This design comes from an exercise in tuning for small area and a short achievable clock period on the open sky130 flow, not from production work. RTL that was checked went through simulation tests only; none was proved equivalent to the original. For run 2, only the layout was checked, not whether the RTL still works.

## flow/design.v (module list and top-level ports; edited modules follow where they fit)
// module fft_complex_compute: 3415 lines
// module cbfly_fa: 4 lines
// module cbfly_ha: 4 lines
module fft_complex_compute #(
  parameter DATA_WIDTH = 32
) (
  input  logic clk,
  input  logic [DATA_WIDTH-1:0] x_N,
  input  logic [DATA_WIDTH-1:0] x_M,
  input  logic [DATA_WIDTH-1:0] w_N,
  output logic [DATA_WIDTH-1:0] y_N,
  output logic [DATA_WIDTH-1:0] y_M
);
  // ...
==> flow/run.sh <==
#!/bin/bash
# synth_recipe.tcl (not shown) runs the flow's synth.tcl, then flattens the netlist and writes it again
# the make line also repeats each setting of config.mk as NAME=value (left out here)
make -C /OpenROAD-flow-scripts/flow DESIGN_CONFIG=/design/flow/config.mk WORK_HOME=/design/flow/orfs CLKGATE_MAP_FILE= SYNTH_SCRIPT=/design/flow/synth_recipe.tcl finish
==> flow/config.mk <==
export PLATFORM = sky130hd
export DESIGN_NAME = fft_complex_compute
export DESIGN_NICKNAME = fft_complex_compute
export VERILOG_FILES = /design/flow/design.v
export SDC_FILE = /design/flow/constraint.sdc
export NUM_CORES = 4
export LEC_CHECK = 0
export ABC_AREA = 1
export CAP_MARGIN = 20
export CORE_MARGIN = 2
export CORE_UTILIZATION = 40
export CTS_BUF_LIST = sky130_fd_sc_hd__clkbuf_8
export SETUP_SLACK_MARGIN = 4.5
export SLEW_MARGIN = 20
export SYNTH_HIERARCHICAL = 1
export SYNTH_MINIMUM_KEEP_SIZE = 0
==> flow/constraint.sdc <==
create_clock -name core_clock -period 8.0 [get_ports {clk}]
set_input_delay 1.6000 -clock core_clock [delete_from_list [all_inputs] [get_ports {clk}]]
set_output_delay 1.6000 -clock core_clock [all_outputs]
set_load 0.01 [all_outputs]
==> metrics.md, run 1 <==
| Metric | Value |
|---|---|
| RePlAce Congestion | `0.9536` |
| Cts bufs inserted | `66` |
| Post-route cell area | `approximately 36000 sq um` |
| Commonest non-fill, non-tap cell in the layout | `xor2_1` |
| CP Launch Type | `flip-flop` |
| Synth Flop Type | `dfxtp_1` |
| CORE AREA | `between 70000 and 80000 sq um` |
| Insertion delay to the later sink of the worst-skew pair | `approximately 710 ps` |
| Setup CP Type | `flip-flop to flip-flop` |
| Gr usage total | `0.2571` |
| Die X | `between 200 and 300 um` |
| Synthesized area | `about 32000 sq um` |
| Detailed Place HPWL | `71.88 mm` |
| Register area share after synthesis | `0.2158` |
| Status | `complete, no violations` |
| Busiest grt layer | `met2` |
| Most common cell type on the critical path | `fa_1` |
| Drt pass-1 iters | `8` |
| Highest metal used | `met5` |
| Period utilization | `0.4403` |
| Hold Startpoint | `ai[12]$_DFF_P_` |
| #MultiIn Comb | `about 2400` |
| Filler cells | `approximately 7500` |
| Avg WL per Cell | `23.55 um` |
| Worst Reg-to-Reg Cells | `7` |
| Final ANT Viol Nets | `0` |
| CP arrival | `just over 4000 ps` |
| Tmin final | `3522 ps` |
| Synth Area in Compound Gates | `0.1086` |
| Fin util | `0.4596` |
| Worst path max stage delay | `roughly 560 ps` |
| Area Overhead vs Synth | `13.74%` |
==> inputs of run 2 (changes only) <==
--- a/flow/design.v
+++ b/flow/design.v
@@ -6,16 +6,17 @@
   input  logic [DATA_WIDTH-1:0] x_M,
   input  logic [DATA_WIDTH-1:0] w_N,
   output logic [DATA_WIDTH-1:0] y_N,
   output logic [DATA_WIDTH-1:0] y_M
 );
   logic [15:0] ar, ai, wr, wi;
   logic [15:0] ar2, ai2;
   logic [15:0] ynr, yni, ymr, ymi;
+  logic [15:0] ar3, ai3, dr3, di3;
   logic [7:0] br_neg, br_one, br_two;
   logic [7:0] bi_neg, bi_one, bi_two;
   logic pp1;
   logic pp2;
   logic pp3;
   logic pp4;
   logic pp5;
   logic pp6;
@@ -1586,20 +1587,20 @@
   logic s1571;
   logic c1572;
   logic s1573;
   logic c1574;
   logic s1575;
   logic c1576;
   logic s1577;
   logic c1578;
-  logic s1579;
-  logic c1580;
-  logic s1581;
-  logic c1582;
+  logic [15:0] dr_x1579;
+  logic [15:0] dr_y1580;
+  logic lc1581;
+  logic lc1582;
   logic s1583;
   logic c1584;
   logic s1585;
   logic c1586;
   logic s1587;
   logic c1588;
   logic s1589;
   logic c1590;
@@ -1618,34 +1619,34 @@
   logic s1603;
   logic c1604;
   logic s1605;
   logic c1606;
   logic s1607;
   logic c1608;
   logic s1609;
   logic c1610;
-  logic [15:0] ynr_x1611;
-  logic [15:0] ynr_y1612;
-  logic na1613;
-  logic na1614;
-  logic na1615;
-  logic na1616;
-  logic na1617;
-  logic na1618;
-  logic na1619;
-  logic na1620;
-  logic na1621;
-  logic na1622;
-  logic na1623;
-  logic na1624;
-  logic na1625;
-  logic na1626;
-  logic na1627;
-  logic na1628;
+  logic s1611;
+  logic c1612;
+  logic s1613;
+  logic c1614;
+  logic s1615;
+  logic c1616;
+  logic s1617;
+  logic c1618;
+  logic s1619;
+  logic c1620;
+  logic s1621;
+  logic c1622;
+  logic s1623;
+  logic c1624;
+  logic s1625;
+  logic c1626;
+  logic s1627;
+  logic c1628;
   logic s1629;
   logic c1630;
   logic s1631;
   logic c1632;
   logic s1633;
   logic c1634;
   logic s1635;
   logic c1636;
@@ -1654,182 +1655,18 @@
   logic s1639;
   logic c1640;
   logic s1641;
   logic c1642;
   logic s1643;
   logic c1644;
   logic s1645;
   logic c1646;
-  logic s1647;
-  logic c1648;
-  logic s1649;
-  logic c1650;
-  logic s1651;
-  logic c1652;
-  logic s1653;
-  logic c1654;
-  logic s1655;
-  logic c1656;
-  logic s1657;
-  logic c1658;
-  logic s1659;
-  logic c1660;
-  logic [15:0] ymr_x1661;
-  logic [15:0] ymr_y1662;
-  logic lc1663;
-  logic lc1664;
-  logic s1665;
-  logic c1666;
-  logic s1667;
-  logic c1668;
-  logic s1669;
-  logic c1670;
-  logic s1671;
-  logic c1672;
-  logic s1673;
-  logic c1674;
-  logic s1675;
-  logic c1676;
-  logic s1677;
-  logic c1678;
-  logic s1679;
-  logic c1680;
-  logic s1681;
-  logic c1682;
-  logic s1683;
-  logic c1684;
-  logic s1685;
-  logic c1686;
-  logic s1687;
-  logic c1688;
-  logic s1689;
-  logic c1690;
-  logic s1691;
-  logic c1692;
-  logic s1693;
-  logic c1694;
-  logic s1695;
-  logic c1696;
-  logic s1697;
-  logic c1698;
-  logic s1699;
-  logic c1700;
-  logic s1701;
-  logic c1702;
-  logic s1703;
-  logic c1704;
-  logic s1705;
-  logic c1706;
-  logic s1707;
-  logic c1708;
-  logic s1709;
-  logic c1710;
-  logic s1711;
-  logic c1712;
-  logic s1713;
-  logic c1714;
-  logic s1715;
-  logic c1716;
-  logic s1717;
-  logic c1718;
-  logic s1719;
-  logic c1720;
-  logic s1721;
-  logic c1722;
-  logic s1723;
-  logic c1724;
-  logic s1725;
-  logic c1726;
-  logic s1727;
-  logic c1728;
-  logic s1729;
-  logic c1730;
-  logic s1731;
-  logic c1732;
-  logic s1733;
-  logic c1734;
-  logic s1735;
-  logic c1736;
-  logic s1737;
-  logic c1738;
-  logic s1739;
-  logic c1740;
-  logic s1741;
-  logic c1742;
-  logic s1743;
-  logic c1744;
-  logic s1745;
-  logic c1746;
-  logic s1747;
-  logic c1748;
-  logic s1749;
-  logic c1750;
-  logic s1751;
-  logic c1752;
-  logic s1753;
-  logic c1754;
-  logic s1755;
-  logic c1756;
-  logic s1757;
-  logic c1758;
-  logic s1759;
-  logic c1760;
-  logic [15:0] yni_x1761;
-  logic [15:0] yni_y1762;
-  logic na1763;
-  logic na1764;
-  logic na1765;
-  logic na1766;
-  logic na1767;
-  logic na1768;
-  logic na1769;
-  logic na1770;
-  logic na1771;
-  logic na1772;
-  logic na1773;
-  logic na1774;
-  logic na1775;
-  logic na1776;
-  logic na1777;
-  logic na1778;
-  logic s1779;
-  logic c1780;
-  logic s1781;
-  logic c1782;
-  logic s1783;
-  logic c1784;
-  logic s1785;
-  logic c1786;
-  logic s1787;
-  logic c1788;
-  logic s1789;
-  logic c1790;
-  logic s1791;
-  logic c1792;
-  logic s1793;
-  logic c1794;
-  logic s1795;
-  logic c1796;
-  logic s1797;
-  logic c1798;
-  logic s1799;
-  logic c1800;
-  logic s1801;
-  logic c1802;
-  logic s1803;
-  logic c1804;
-  logic s1805;
-  logic c1806;
-  logic s1807;
-  logic c1808;
-  logic s1809;
-  logic c1810;
-  logic [15:0] ymi_x1811;
-  logic [15:0] ymi_y1812;
+  logic [15:0] di_x1647;
+  logic [15:0] di_y1648;
   wire [16:0] br_x = {x_M[31:16], 1'b0};
   always_ff @(posedge clk) begin
     for (int k = 0; k < 8; k++) begin
       br_neg[k] <= br_x[2*k+2];
       br_one[k] <= br_x[2*k+1] ^ br_x[2*k];
       br_two[k] <= (br_x[2*k+2] & ~br_x[2*k+1] & ~br_x[2*k]) |
                      (~br_x[2*k+2] & br_x[2*k+1] & br_x[2*k]);
     end
@@ -3263,160 +3100,64 @@
   cbfly_fa u_s1563 (.a(qr_h12_0), .b(qr_h12_1), .c(qr_h12_2), .s(s1563), .co(c1564));
   cbfly_fa u_s1565 (.a(qr_h12_3), .b(c1560), .c(s1563), .s(s1565), .co(c1566));
   cbfly_fa u_s1567 (.a(qr_h13_0), .b(qr_h13_1), .c(qr_h13_2), .s(s1567), .co(c1568));
   cbfly_fa u_s1569 (.a(qr_h13_3), .b(c1564), .c(s1567), .s(s1569), .co(c1570));
   cbfly_fa u_s1571 (.a(qr_h14_0), .b(qr_h14_1), .c(qr_h14_2), .s(s1571), .co(c1572));
   cbfly_fa u_s1573 (.a(qr_h14_3), .b(c1568), .c(s1571), .s(s1573), .co(c1574));
   cbfly_fa u_s1575 (.a(qr_h15_0), .b(qr_h15_1), .c(qr_h15_2), .s(s1575), .co(c1576));
   cbfly_fa u_s1577 (.a(qr_h15_3), .b(c1572), .c(s1575), .s(s1577), .co(c1578));
-  cbfly_ha u_s1579 (.a(ar2[0]), .b(s1515), .s(s1579), .co(c1580));
-  cbfly_fa u_s1581 (.a(ar2[1]), .b(c1518), .c(c1580), .s(s1581), .co(c1582));
-  cbfly_fa u_s1583 (.a(ar2[2]), .b(c1522), .c(s1525), .s(s1583), .co(c1584));
-  cbfly_fa u_s1585 (.a(ar2[3]), .b(c1526), .c(s1529), .s(s1585), .co(c1586));
-  cbfly_fa u_s1587 (.a(ar2[4]), .b(c1530), .c(s1533), .s(s1587), .co(c1588));
-  cbfly_fa u_s1589 (.a(ar2[5]), .b(c1534), .c(s1537), .s(s1589), .co(c1590));
-  cbfly_fa u_s1591 (.a(ar2[6]), .b(s1541), .c(c1538), .s(s1591), .co(c1592));
-  cbfly_fa u_s1593 (.a(ar2[7]), .b(c1542), .c(s1545), .s(s1593), .co(c1594));
-  cbfly_fa u_s1595 (.a(ar2[8]), .b(s1549), .c(c1546), .s(s1595), .co(c1596));
-  cbfly_fa u_s1597 (.a(ar2[9]), .b(c1550), .c(s1553), .s(s1597), .co(c1598));
-  cbfly_fa u_s1599 (.a(ar2[10]), .b(c1554), .c(s1557), .s(s1599), .co(c1600));
-  cbfly_fa u_s1601 (.a(ar2[11]), .b(c1558), .c(s1561), .s(s1601), .co(c1602));
-  cbfly_fa u_s1603 (.a(ar2[12]), .b(c1562), .c(s1565), .s(s1603), .co(c1604));
-  cbfly_fa u_s1605 (.a(ar2[13]), .b(c1566), .c(s1569), .s(s1605), .co(c1606));
-  cbfly_fa u_s1607 (.a(ar2[14]), .b(c1570), .c(s1573), .s(s1607), .co(c1608));
-  cbfly_fa u_s1609 (.a(ar2[15]), .b(c1574), .c(s1577), .s(s1609), .co(c1610));
-  assign ynr_x1611 = {c1608, c1606, c1604, c1602, c1600, c1598, c1596, c1594, c1592, c1590, c1588, c1586, c1584, c1582, s1521, s1517};
-  assign ynr_y1612 = {s1609, s1607, s1605, s1603, s1601, s1599, s1597, s1595, s1593, s1591, s1589, s1587, s1585, s1583, s1581, s1579};
-  always_ff @(posedge clk) ynr <= ynr_x1611 + ynr_y1612;
-  assign na1613 = ~ar2[0];
-  assign na1614 = ~ar2[1];
-  assign na1615 = ~ar2[2];
-  assign na1616 = ~ar2[3];
-  assign na1617 = ~ar2[4];
-  assign na1618 = ~ar2[5];
-  assign na1619 = ~ar2[6];
-  assign na1620 = ~ar2[7];
-  assign na1621 = ~ar2[8];
-  assign na1622 = ~ar2[9];
-  assign na1623 = ~ar2[10];
-  assign na1624 = ~ar2[11];
-  assign na1625 = ~ar2[12];
-  assign na1626 = ~ar2[13];
-  assign na1627 = ~ar2[14];
-  assign na1628 = ~ar2[15];
-  cbfly_ha u_s1629 (.a(na1613), .b(s1515), .s(s1629), .co(c1630));
-  cbfly_fa u_s1631 (.a(na1614), .b(c1518), .c(c1630), .s(s1631), .co(c1632));
-  cbfly_fa u_s1633 (.a(na1615), .b(c1522), .c(s1525), .s(s1633), .co(c1634));
-  cbfly_fa u_s1635 (.a(na1616), .b(c1526), .c(s1529), .s(s1635), .co(c1636));
-  cbfly_fa u_s1637 (.a(na1617), .b(c1530), .c(s1533), .s(s1637), .co(c1638));
-  cbfly_fa u_s1639 (.a(na1618), .b(c1534), .c(s1537), .s(s1639), .co(c1640));
-  cbfly_fa u_s1641 (.a(na1619), .b(s1541), .c(c1538), .s(s1641), .co(c1642));
-  cbfly_fa u_s1643 (.a(na1620), .b(c1542), .c(s1545), .s(s1643), .co(c1644));
-  cbfly_fa u_s1645 (.a(na1621), .b(s1549), .c(c1546), .s(s1645), .co(c1646));
-  cbfly_fa u_s1647 (.a(na1622), .b(c1550), .c(s1553), .s(s1647), .co(c1648));
-  cbfly_fa u_s1649 (.a(na1623), .b(c1554), .c(s1557), .s(s1649), .co(c1650));
-  cbfly_fa u_s1651 (.a(na1624), .b(c1558), .c(s1561), .s(s1651), .co(c1652));
-  cbfly_fa u_s1653 (.a(na1625), .b(c1562), .c(s1565), .s(s1653), .co(c1654));
-  cbfly_fa u_s1655 (.a(na1626), .b(c1566), .c(s1569), .s(s1655), .co(c1656));
-  cbfly_fa u_s1657 (.a(na1627), .b(c1570), .c(s1573), .s(s1657), .co(c1658));
-  cbfly_fa u_s1659 (.a(na1628), .b(c1574), .c(s1577), .s(s1659), .co(c1660));
-  assign ymr_x1661 = {c1658, c1656, c1654, c1652, c1650, c1648, c1646, c1644, c1642, c1640, c1638, c1636, c1634, c1632, s1521, s1517};
-  assign ymr_y1662 = {s1659, s1657, s1655, s1653, s1651, s1649, s1647, s1645, s1643, s1641, s1639, s1637, s1635, s1633, s1631, s1629};
-  always_ff @(posedge clk) ymr <= ~(ymr_x1661 + ymr_y1662);
-  assign lc1663 = qi_l0g1 | (qi_l0p1 & qi_l0g0);
-  assign lc1664 = qi_l1g1 | (qi_l1p1 & qi_l1g0);
-  cbfly_fa u_s1665 (.a(qi_h0_0), .b(qi_h0_1), .c(qi_h0_2), .s(s1665), .co(c1666));
-  cbfly_fa u_s1667 (.a(qi_h0_3), .b(lc1663), .c(lc1664), .s(s1667), .co(c1668));
-  cbfly_fa u_s1669 (.a(qi_h1_0), .b(qi_h1_1), .c(qi_h1_2), .s(s1669), .co(c1670));
-  cbfly_fa u_s1671 (.a(qi_h1_3), .b(c1666), .c(s1669), .s(s1671), .co(c1672));
-  cbfly_fa u_s1673 (.a(qi_h2_0), .b(qi_h2_1), .c(qi_h2_2), .s(s1673), .co(c1674));
-  cbfly_fa u_s1675 (.a(qi_h2_3), .b(c1670), .c(s1673), .s(s1675), .co(c1676));
-  cbfly_fa u_s1677 (.a(qi_h3_0), .b(qi_h3_1), .c(qi_h3_2), .s(s1677), .co(c1678));
-  cbfly_fa u_s1679 (.a(qi_h3_3), .b(c1674), .c(s1677), .s(s1679), .co(c1680));
-  cbfly_fa u_s1681 (.a(qi_h4_0), .b(qi_h4_1), .c(qi_h4_2), .s(s1681), .co(c1682));
-  cbfly_fa u_s1683 (.a(qi_h4_3), .b(c1678), .c(s1681), .s(s1683), .co(c1684));
-  cbfly_fa u_s1685 (.a(qi_h5_0), .b(qi_h5_1), .c(qi_h5_2), .s(s1685), .co(c1686));
-  cbfly_fa u_s1687 (.a(qi_h5_3), .b(c1682), .c(s1685), .s(s1687), .co(c1688));
-  cbfly_fa u_s1689 (.a(qi_h6_0), .b(qi_h6_1), .c(qi_h6_2), .s(s1689), .co(c1690));
-  cbfly_ha u_s1691 (.a(c1686), .b(s1689), .s(s1691), .co(c1692));
-  cbfly_fa u_s1693 (.a(qi_h7_0), .b(qi_h7_1), .c(qi_h7_2), .s(s1693), .co(c1694));
-  cbfly_fa u_s1695 (.a(qi_h7_3), .b(c1690), .c(s1693), .s(s1695), .co(c1696));
-  cbfly_fa u_s1697 (.a(qi_h8_0), .b(qi_h8_1), .c(qi_h8_2), .s(s1697), .co(c1698));
-  cbfly_ha u_s1699 (.a(c1694), .b(s1697), .s(s1699), .co(c1700));
-  cbfly_fa u_s1701 (.a(qi_h9_0), .b(qi_h9_1), .c(qi_h9_2), .s(s1701), .co(c1702));
-  cbfly_fa u_s1703 (.a(qi_h9_3), .b(c1698), .c(s1701), .s(s1703), .co(c1704));
-  cbfly_fa u_s1705 (.a(qi_h10_0), .b(qi_h10_1), .c(qi_h10_2), .s(s1705), .co(c1706));
-  cbfly_fa u_s1707 (.a(qi_h10_3), .b(c1702), .c(s1705), .s(s1707), .co(c1708));
-  cbfly_fa u_s1709 (.a(qi_h11_0), .b(qi_h11_1), .c(qi_h11_2), .s(s1709), .co(c1710));
-  cbfly_fa u_s1711 (.a(qi_h11_3), .b(c1706), .c(s1709), .s(s1711), .co(c1712));
-  cbfly_fa u_s1713 (.a(qi_h12_0), .b(qi_h12_1), .c(qi_h12_2), .s(s1713), .co(c1714));
-  cbfly_fa u_s1715 (.a(qi_h12_3), .b(c1710), .c(s1713), .s(s1715), .co(c1716));
-  cbfly_fa u_s1717 (.a(qi_h13_0), .b(qi_h13_1), .c(qi_h13_2), .s(s1717), .co(c1718));
-  cbfly_fa u_s1719 (.a(qi_h13_3), .b(c1714), .c(s1717), .s(s1719), .co(c1720));
-  cbfly_fa u_s1721 (.a(qi_h14_0), .b(qi_h14_1), .c(qi_h14_2), .s(s1721), .co(c1722));
-  cbfly_fa u_s1723 (.a(qi_h14_3), .b(c1718), .c(s1721), .s(s1723), .co(c1724));
-  cbfly_fa u_s1725 (.a(qi_h15_0), .b(qi_h15_1), .c(qi_h15_2), .s(s1725), .co(c1726));
-  cbfly_fa u_s1727 (.a(qi_h15_3), .b(c1722), .c(s1725), .s(s1727), .co(c1728));
-  cbfly_ha u_s1729 (.a(ai2[0]), .b(s1665), .s(s1729), .co(c1730));
-  cbfly_fa u_s1731 (.a(ai2[1]), .b(c1668), .c(c1730), .s(s1731), .co(c1732));
-  cbfly_fa u_s1733 (.a(ai2[2]), .b(c1672), .c(s1675), .s(s1733), .co(c1734));
-  cbfly_fa u_s1735 (.a(ai2[3]), .b(c1676), .c(s1679), .s(s1735), .co(c1736));
-  cbfly_fa u_s1737 (.a(ai2[4]), .b(c1680), .c(s1683), .s(s1737), .co(c1738));
-  cbfly_fa u_s1739 (.a(ai2[5]), .b(c1684), .c(s1687), .s(s1739), .co(c1740));
-  cbfly_fa u_s1741 (.a(ai2[6]), .b(s1691), .c(c1688), .s(s1741), .co(c1742));
-  cbfly_fa u_s1743 (.a(ai2[7]), .b(c1692), .c(s1695), .s(s1743), .co(c1744));
-  cbfly_fa u_s1745 (.a(ai2[8]), .b(s1699), .c(c1696), .s(s1745), .co(c1746));
-  cbfly_fa u_s1747 (.a(ai2[9]), .b(c1700), .c(s1703), .s(s1747), .co(c1748));
-  cbfly_fa u_s1749 (.a(ai2[10]), .b(c1704), .c(s1707), .s(s1749), .co(c1750));
-  cbfly_fa u_s1751 (.a(ai2[11]), .b(c1708), .c(s1711), .s(s1751), .co(c1752));
-  cbfly_fa u_s1753 (.a(ai2[12]), .b(c1712), .c(s1715), .s(s1753), .co(c1754));
-  cbfly_fa u_s1755 (.a(ai2[13]), .b(c1716), .c(s1719), .s(s1755), .co(c1756));
-  cbfly_fa u_s1757 (.a(ai2[14]), .b(c1720), .c(s1723), .s(s1757), .co(c1758));
-  cbfly_fa u_s1759 (.a(ai2[15]), .b(c1724), .c(s1727), .s(s1759), .co(c1760));
-  assign yni_x1761 = {c1758, c1756, c1754, c1752, c1750, c1748, c1746, c1744, c1742, c1740, c1738, c1736, c1734, c1732, s1671, s1667};
-  assign yni_y1762 = {s1759, s1757, s1755, s1753, s1751, s1749, s1747, s1745, s1743, s1741, s1739, s1737, s1735, s1733, s1731, s1729};
-  always_ff @(posedge clk) yni <= yni_x1761 + yni_y1762;
-  assign na1763 = ~ai2[0];
-  assign na1764 = ~ai2[1];
-  assign na1765 = ~ai2[2];
-  assign na1766 = ~ai2[3];
-  assign na1767 = ~ai2[4];
-  assign na1768 = ~ai2[5];
-  assign na1769 = ~ai2[6];
-  assign na1770 = ~ai2[7];
-  assign na1771 = ~ai2[8];
-  assign na1772 = ~ai2[9];
-  assign na1773 = ~ai2[10];
-  assign na1774 = ~ai2[11];
-  assign na1775 = ~ai2[12];
-  assign na1776 = ~ai2[13];
-  assign na1777 = ~ai2[14];
-  assign na1778 = ~ai2[15];
-  cbfly_ha u_s1779 (.a(na1763), .b(s1665), .s(s1779), .co(c1780));
-  cbfly_fa u_s1781 (.a(na1764), .b(c1668), .c(c1780), .s(s1781), .co(c1782));
-  cbfly_fa u_s1783 (.a(na1765), .b(c1672), .c(s1675), .s(s1783), .co(c1784));
-  cbfly_fa u_s1785 (.a(na1766), .b(c1676), .c(s1679), .s(s1785), .co(c1786));
-  cbfly_fa u_s1787 (.a(na1767), .b(c1680), .c(s1683), .s(s1787), .co(c1788));
-  cbfly_fa u_s1789 (.a(na1768), .b(c1684), .c(s1687), .s(s1789), .co(c1790));
-  cbfly_fa u_s1791 (.a(na1769), .b(s1691), .c(c1688), .s(s1791), .co(c1792));
-  cbfly_fa u_s1793 (.a(na1770), .b(c1692), .c(s1695), .s(s1793), .co(c1794));
-  cbfly_fa u_s1795 (.a(na1771), .b(s1699), .c(c1696), .s(s1795), .co(c1796));
-  cbfly_fa u_s1797 (.a(na1772), .b(c1700), .c(s1703), .s(s1797), .co(c1798));
-  cbfly_fa u_s1799 (.a(na1773), .b(c1704), .c(s1707), .s(s1799), .co(c1800));
-  cbfly_fa u_s1801 (.a(na1774), .b(c1708), .c(s1711), .s(s1801), .co(c1802));
-  cbfly_fa u_s1803 (.a(na1775), .b(c1712), .c(s1715), .s(s1803), .co(c1804));
-  cbfly_fa u_s1805 (.a(na1776), .b(c1716), .c(s1719), .s(s1805), .co(c1806));
-  cbfly_fa u_s1807 (.a(na1777), .b(c1720), .c(s1723), .s(s1807), .co(c1808));
-  cbfly_fa u_s1809 (.a(na1778), .b(c1724), .c(s1727), .s(s1809), .co(c1810));
-  assign ymi_x1811 = {c1808, c1806, c1804, c1802, c1800, c1798, c1796, c1794, c1792, c1790, c1788, c1786, c1784, c1782, s1671, s1667};
-  assign ymi_y1812 = {s1809, s1807, s1805, s1803, s1801, s1799, s1797, s1795, s1793, s1791, s1789, s1787, s1785, s1783, s1781, s1779};
-  always_ff @(posedge clk) ymi <= ~(ymi_x1811 + ymi_y1812);
-  assign y_N = {ynr, yni};
-  assign y_M = {ymr, ymi};
+  assign dr_x1579 = {c1574, c1570, c1566, c1562, c1558, c1554, c1550, c1546, c1542, c1538, c1534, c1530, c1526, c1522, c1518, s1515};
+  assign dr_y1580 = {s1577, s1573, s1569, s1565, s1561, s1557, s1553, s1549, s1545, s1541, s1537, s1533, s1529, s1525, s1521, s1517};
+  always_ff @(posedge clk) begin
+    dr3 <= dr_x1579 + dr_y1580;
+    ar3 <= ar2;
+  end
+  assign lc1581 = qi_l0g1 | (qi_l0p1 & qi_l0g0);
+  assign lc1582 = qi_l1g1 | (qi_l1p1 & qi_l1g0);
+  cbfly_fa u_s1583 (.a(qi_h0_0), .b(qi_h0_1), .c(qi_h0_2), .s(s1583), .co(c1584));
+  cbfly_fa u_s1585 (.a(qi_h0_3), .b(lc1581), .c(lc1582), .s(s1585), .co(c1586));
+  cbfly_fa u_s1587 (.a(qi_h1_0), .b(qi_h1_1), .c(qi_h1_2), .s(s1587), .co(c1588));
+  cbfly_fa u_s1589 (.a(qi_h1_3), .b(c1584), .c(s1587), .s(s1589), .co(c1590));
+  cbfly_fa u_s1591 (.a(qi_h2_0), .b(qi_h2_1), .c(qi_h2_2), .s(s1591), .co(c1592));
+  cbfly_fa u_s1593 (.a(qi_h2_3), .b(c1588), .c(s1591), .s(s1593), .co(c1594));
+  cbfly_fa u_s1595 (.a(qi_h3_0), .b(qi_h3_1), .c(qi_h3_2), .s(s1595), .co(c1596));
+  cbfly_fa u_s1597 (.a(qi_h3_3), .b(c1592), .c(s1595), .s(s1597), .co(c1598));
+  cbfly_fa u_s1599 (.a(qi_h4_0), .b(qi_h4_1), .c(qi_h4_2), .s(s1599), .co(c1600));
+  cbfly_fa u_s1601 (.a(qi_h4_3), .b(c1596), .c(s1599), .s(s1601), .co(c1602));
+  cbfly_fa u_s1603 (.a(qi_h5_0), .b(qi_h5_1), .c(qi_h5_2), .s(s1603), .co(c1604));
+  cbfly_fa u_s1605 (.a(qi_h5_3), .b(c1600), .c(s1603), .s(s1605), .co(c1606));
+  cbfly_fa u_s1607 (.a(qi_h6_0), .b(qi_h6_1), .c(qi_h6_2), .s(s1607), .co(c1608));
+  cbfly_ha u_s1609 (.a(c1604), .b(s1607), .s(s1609), .co(c1610));
+  cbfly_fa u_s1611 (.a(qi_h7_0), .b(qi_h7_1), .c(qi_h7_2), .s(s1611), .co(c1612));
+  cbfly_fa u_s1613 (.a(qi_h7_3), .b(c1608), .c(s1611), .s(s1613), .co(c1614));
+  cbfly_fa u_s1615 (.a(qi_h8_0), .b(qi_h8_1), .c(qi_h8_2), .s(s1615), .co(c1616));
+  cbfly_ha u_s1617 (.a(c1612), .b(s1615), .s(s1617), .co(c1618));
+  cbfly_fa u_s1619 (.a(qi_h9_0), .b(qi_h9_1), .c(qi_h9_2), .s(s1619), .co(c1620));
+  cbfly_fa u_s1621 (.a(qi_h9_3), .b(c1616), .c(s1619), .s(s1621), .co(c1622));
+  cbfly_fa u_s1623 (.a(qi_h10_0), .b(qi_h10_1), .c(qi_h10_2), .s(s1623), .co(c1624));
+  cbfly_fa u_s1625 (.a(qi_h10_3), .b(c1620), .c(s1623), .s(s1625), .co(c1626));
+  cbfly_fa u_s1627 (.a(qi_h11_0), .b(qi_h11_1), .c(qi_h11_2), .s(s1627), .co(c1628));
+  cbfly_fa u_s1629 (.a(qi_h11_3), .b(c1624), .c(s1627), .s(s1629), .co(c1630));
+  cbfly_fa u_s1631 (.a(qi_h12_0), .b(qi_h12_1), .c(qi_h12_2), .s(s1631), .co(c1632));
+  cbfly_fa u_s1633 (.a(qi_h12_3), .b(c1628), .c(s1631), .s(s1633), .co(c1634));
+  cbfly_fa u_s1635 (.a(qi_h13_0), .b(qi_h13_1), .c(qi_h13_2), .s(s1635), .co(c1636));
+  cbfly_fa u_s1637 (.a(qi_h13_3), .b(c1632), .c(s1635), .s(s1637), .co(c1638));
+  cbfly_fa u_s1639 (.a(qi_h14_0), .b(qi_h14_1), .c(qi_h14_2), .s(s1639), .co(c1640));
+  cbfly_fa u_s1641 (.a(qi_h14_3), .b(c1636), .c(s1639), .s(s1641), .co(c1642));
+  cbfly_fa u_s1643 (.a(qi_h15_0), .b(qi_h15_1), .c(qi_h15_2), .s(s1643), .co(c1644));
+  cbfly_fa u_s1645 (.a(qi_h15_3), .b(c1640), .c(s1643), .s(s1645), .co(c1646));
+  assign di_x1647 = {c1642, c1638, c1634, c1630, c1626, c1622, c1618, c1614, c1610, c1606, c1602, c1598, c1594, c1590, c1586, s1583};
+  assign di_y1648 = {s1645, s1641, s1637, s1633, s1629, s1625, s1621, s1617, s1613, s1609, s1605, s1601, s1597, s1593, s1589, s1585};
+  always_ff @(posedge clk) begin
+    di3 <= di_x1647 + di_y1648;
+    ai3 <= ai2;
+  end
+  assign y_N = {ar3 + dr3, ai3 + di3};
+  assign y_M = {ar3 - dr3, ai3 - di3};
 endmodule
 module cbfly_fa (input logic a, b, c, output logic s, co);
   assign s = a ^ b ^ c;
   assign co = (a & b) | (a & c) | (b & c);
 endmodule
 module cbfly_ha (input logic a, b, output logic s, co);
   assign s = a ^ b;
   assign co = a & b;
==> flow/config.mk (replaced) <==
export PLATFORM = sky130hd
export DESIGN_NAME = fft_complex_compute
export DESIGN_NICKNAME = fft_complex_compute
export VERILOG_FILES = /design/flow/design.v
export SDC_FILE = /design/flow/constraint.sdc
export NUM_CORES = 4
export LEC_CHECK = 0
export ABC_AREA = 1
export CAP_MARGIN = 20
export CORE_MARGIN = 2
export CORE_UTILIZATION = 40
export SETUP_SLACK_MARGIN = 4.5
export SLEW_MARGIN = 20
export SYNTH_HIERARCHICAL = 1
export SYNTH_MINIMUM_KEEP_SIZE = 0
==> metrics.md, run 2 <==
| Metric | Value |
|---|---|
| Mapped Cells | `3547` |
| Relative slew slack | `0.4108` |
| Wire length of the first global-routing pass | `~160 mm` |
| Cts hold-fix bufs | `0` |
| Tmin final | `3851 ps (+329.3 ps)` |
| Largest net degree at the start of global routing | `34` |
| Synth Area in Compound Gates | `0.1190 (+0.01038)` |
| Synth area leaders | `fa_1 (26%), dfxtp_1 (21%), xor2_1 (16%), o22ai_1 (9.3%), ha_1 (5.9%)` |
| Layout cell share with drive strength beyond 1 | `0.2225` |
| Area Overhead vs Synth | `21.51%` |
| Fmax | `roughly 260 MHz` |
| Avg WL per Cell | `22.64 um (-3.9%)` |
| Avg Cell Area, Syn | `a little over 9 sq um` |
| CORE AREA | `79260 sq um (+0.33%)` |
| Gr usage total | `0.2558 (-0.001324)` |
| Critical path peak fanout | `6` |
| Yosys top cell area share | `0.2631` |
| Synth Warn # | `7` |
| TNS Setup | `0 ps` |
| Vias in the first global route | `between 20000 and 30000` |
| Die area | `just over 80000 sq um` |
| Number of enable flip-flop cells after synthesis | `0` |
| Period utilization | `0.4814 (+0.04117)` |
| Skew final | `approximately 33 ps` |
| Dominant cell type by area after synthesis | `fa_1` |
| Status | `complete, no violations` |
| Final WL | `around 110 mm` |
| DRC violations left | `0` |
| Number of hold violations in the final report | `0` |
| Filler cells | `7332 (-2.7%)` |
| Detailed Place HPWL | `73.26 mm (+1.9%)` |
| Initial antenna violation count | `0` |
| RePlAce Congestion | `0.9606 (+0.73%)` |
| Synthesized area | `32110 sq um (+0.60%)` |
| Commonest cells after routing, fill and taps aside | `xor2_1 (553), o22ai_1 (465), fa_1 (417), nand2_1 (377)` |
| CP Launch Type | `flip-flop` |
| WHS Path Cells | `0` |
| Req. time, crit path | `between 6000 and 7000 ps` |
| Rows | `approximately 100` |
| Setup slack after layout | `around 4100 ps` |
| Insertion delay to the later sink of the worst-skew pair | `600 ps (-110 ps)` |
| Simple logic cell fraction of the synthesized area | `0.1009` |
| Initial DRC count | `2363` |
| Clk root buf | `clkbuf_16` |
| Die X | `287.3 um (+0.29%)` |
| Io pins | `around 160` |
| CTS tree | `yes` |
| Worst Reg-to-Reg Cells | `7 (unchanged)` |
| Unrepaired setup endpoints after global routing | `true` |
| Most common library cells after synthesis | `xor2_1 (572), o22ai_1 (476), nand2_1 (467)` |
| Pre-CTS setup slack | `about 3800 ps` |
| Via count | `around 27000` |
| Largest family of logic cells by synthesized area | `adder cells` |
| Port buffer count | `160` |
| CP arrival | `2250 ps (-1840 ps)` |
| Async SR Flop Fraction | `0` |
| Num Clock Sinks | `344` |
| Die height | `about 290 um` |
| Setup CP Type | `flip-flop to output port` |
| Clock transition at path regs | `60 ps` |
| Post-synthesis mux area share | `0.004910` |
| Adder-cell share of the synthesized area | `0.3223` |
| Post-route cell area | `39020 sq um (+7.5%)` |
| Synth Register Bits | `roughly 340` |
| Area post-placement | `about 34000 sq um` |
| H-tree levels | `2` |
| Final setup fails | `0` |
| Drt pass-1 iters | `6 (-2)` |
| Slew @ Worst Pin | `874.6 ps` |
| Grt total ovfl | `0` |
| Hold/Removal Path Class | `flip-flop to flip-flop` |
| Post-synthesis cell type count | `37` |
| Max_cap viols | `0` |
| Pins Over Slew Limit | `0` |
| Register area share after synthesis | `0.2145 (-0.001278)` |
| Vias per inst | `between 5 and 6` |
| Final ANT Viol Nets | `0 (unchanged)` |
| Endpoint class of the critical path | `output port` |
| Synth Area in XOR/XNOR | `0.1577` |
| Longest Clk Path Bufs | `3` |
| Synth Flop Type | `dfxtp_1` |
| Initial cell density of the core | `0.4051` |
| Cts bufs inserted | `42 (-36%)` |
| Most frequent cell after synthesis | `xor2_1` |
| Fin nets | `between 4000 and 5000` |
| Syn Nets | `around 4200` |
| Commonest non-fill, non-tap cell in the layout | `xor2_1` |
run 2: kinds of logic (layout without fill, tap and decap cells):
| logic type | Yosys count | in the layout |
|---|---|---|
| AND/OR/NAND/NOR | 779 | 779 |
| buffers and inverters | 636 | 837 |
| AO/OA/AOI/OAI | 622 | 622 |
| XOR/XNOR | 578 | 578 |
| adder cells (fa/ha/maj) | 574 | 574 |
| flip-flops | 344 | 344 |
| multiplexers | 14 | 14 |
| other | 0 | 1 |
run 2: final timing paths:
check | slack [ps] | endpoint | startpoint
worst max-delay path | 4150 | y_N[10] | ai3[6]$_DFF_P_
worst min-delay path | 320 | ar3[0]$_DFF_P_ | ar2[0]$_DFF_P_
worst max register to register | 4540 | qr_h5_3$_DFF_P_ | bi_neg[1]$_DFF_P_
worst min register to register | 320 | ar3[0]$_DFF_P_ | ar2[0]$_DFF_P_
run 2: cell type report:
cell class / instances / area (sq um) / share of cell area
clock inverters: 22 / 236.5 / 0.006061
well taps: 1050 / 1314 / 0.03367
repair inverters: 4 / 30.03 / 0.0007696
clock buffers: 55 / 1161 / 0.02976
repair buffers: 383 / 3457 / 0.08861
multi-input cells: 2567 / 24230 / 0.6210
flip-flops and latches: 344 / 7018 / 0.1799
diodes: 1 / 2.502 / 0.00006414
inverters: 373 / 1567 / 0.04015
run 2: metal layers:
| metal | GRT usage | routed length [um] |
|---|---|---|
| met1 | 0.3350 | 42780 |
| met5 | 0 | 0 |
| met4 | 0.1100 | 5896 |
| met2 | 0.4039 | 48960 |
| met3 | 0.06008 | 11020 |
run 2: critical path, stage by stage, from the launching register on:
cell and delay, ps:
dfxtp_1 390, ha_4 260, buf_4 160, nor2_4 110
inv_2 90, nor2_4 120, nand4_1 160, nand3_1 130
nand2_1 50, nand2_1 80, buf_2 140
run 2: stage by stage:
stage / util / instances / hold slack (ps)
finish: 0.4923 / 4799 / 317.9
floorplan: - / 3547 / 309.6
detailed placement: 0.4337 / 4564 / 312.1
CTS: 0.4736 / 4739 / 321.9
global route: 0.4922 / 4798 / 322.0
global placement: 0.4337 / 4564 / 310.1
run 2: repair_timing:
item,in CTS,in global routing
resized for setup,589,318
pin swaps,95,128
endpoints found under the setup margin,132,100
cloned,4,0
buffers inserted,94,59
run 2: modules after synthesis, one instance, submodules excluded:
module / cells inside / copies in the design / flops+latches / cell area, sq um
cbfly_fa: 1 / 416 / 0 / 20.02
cbfly_ha: 1 / 48 / 0 / 12.51
fft_complex_compute: 3083 / 1 / 344 / 23180

[what the ideal ports hide]
The results above use ideal ports. As a check the final layouts listed here were re-extracted and re-timed, cells and wires unchanged. Step 1, drivers: a clkbuf_16 drives clk and a buf_2 each remaining input, both assumed. Step 2 times the ports against the registers' clock, not the clock port: input delays grow and output delays shrink by t, the midpoint of the rising clock arrivals with the driver on. Three values: ideal ports, drivers, drivers and shift; two values: the first two.
run	shift t [ns]	setup slack, ns	worst hold slack (ns)	worst data-port slew with drivers (ns)
run 1	0.747	4.478 / 4.478 / 4.478	0.311 / 0.311 / 0.311	0.08
run 2	0.643	4.149 / 4.086 / 4.542	0.318 / 0.318 / 0.318	0.05
After both steps every run listed still meets setup and hold.
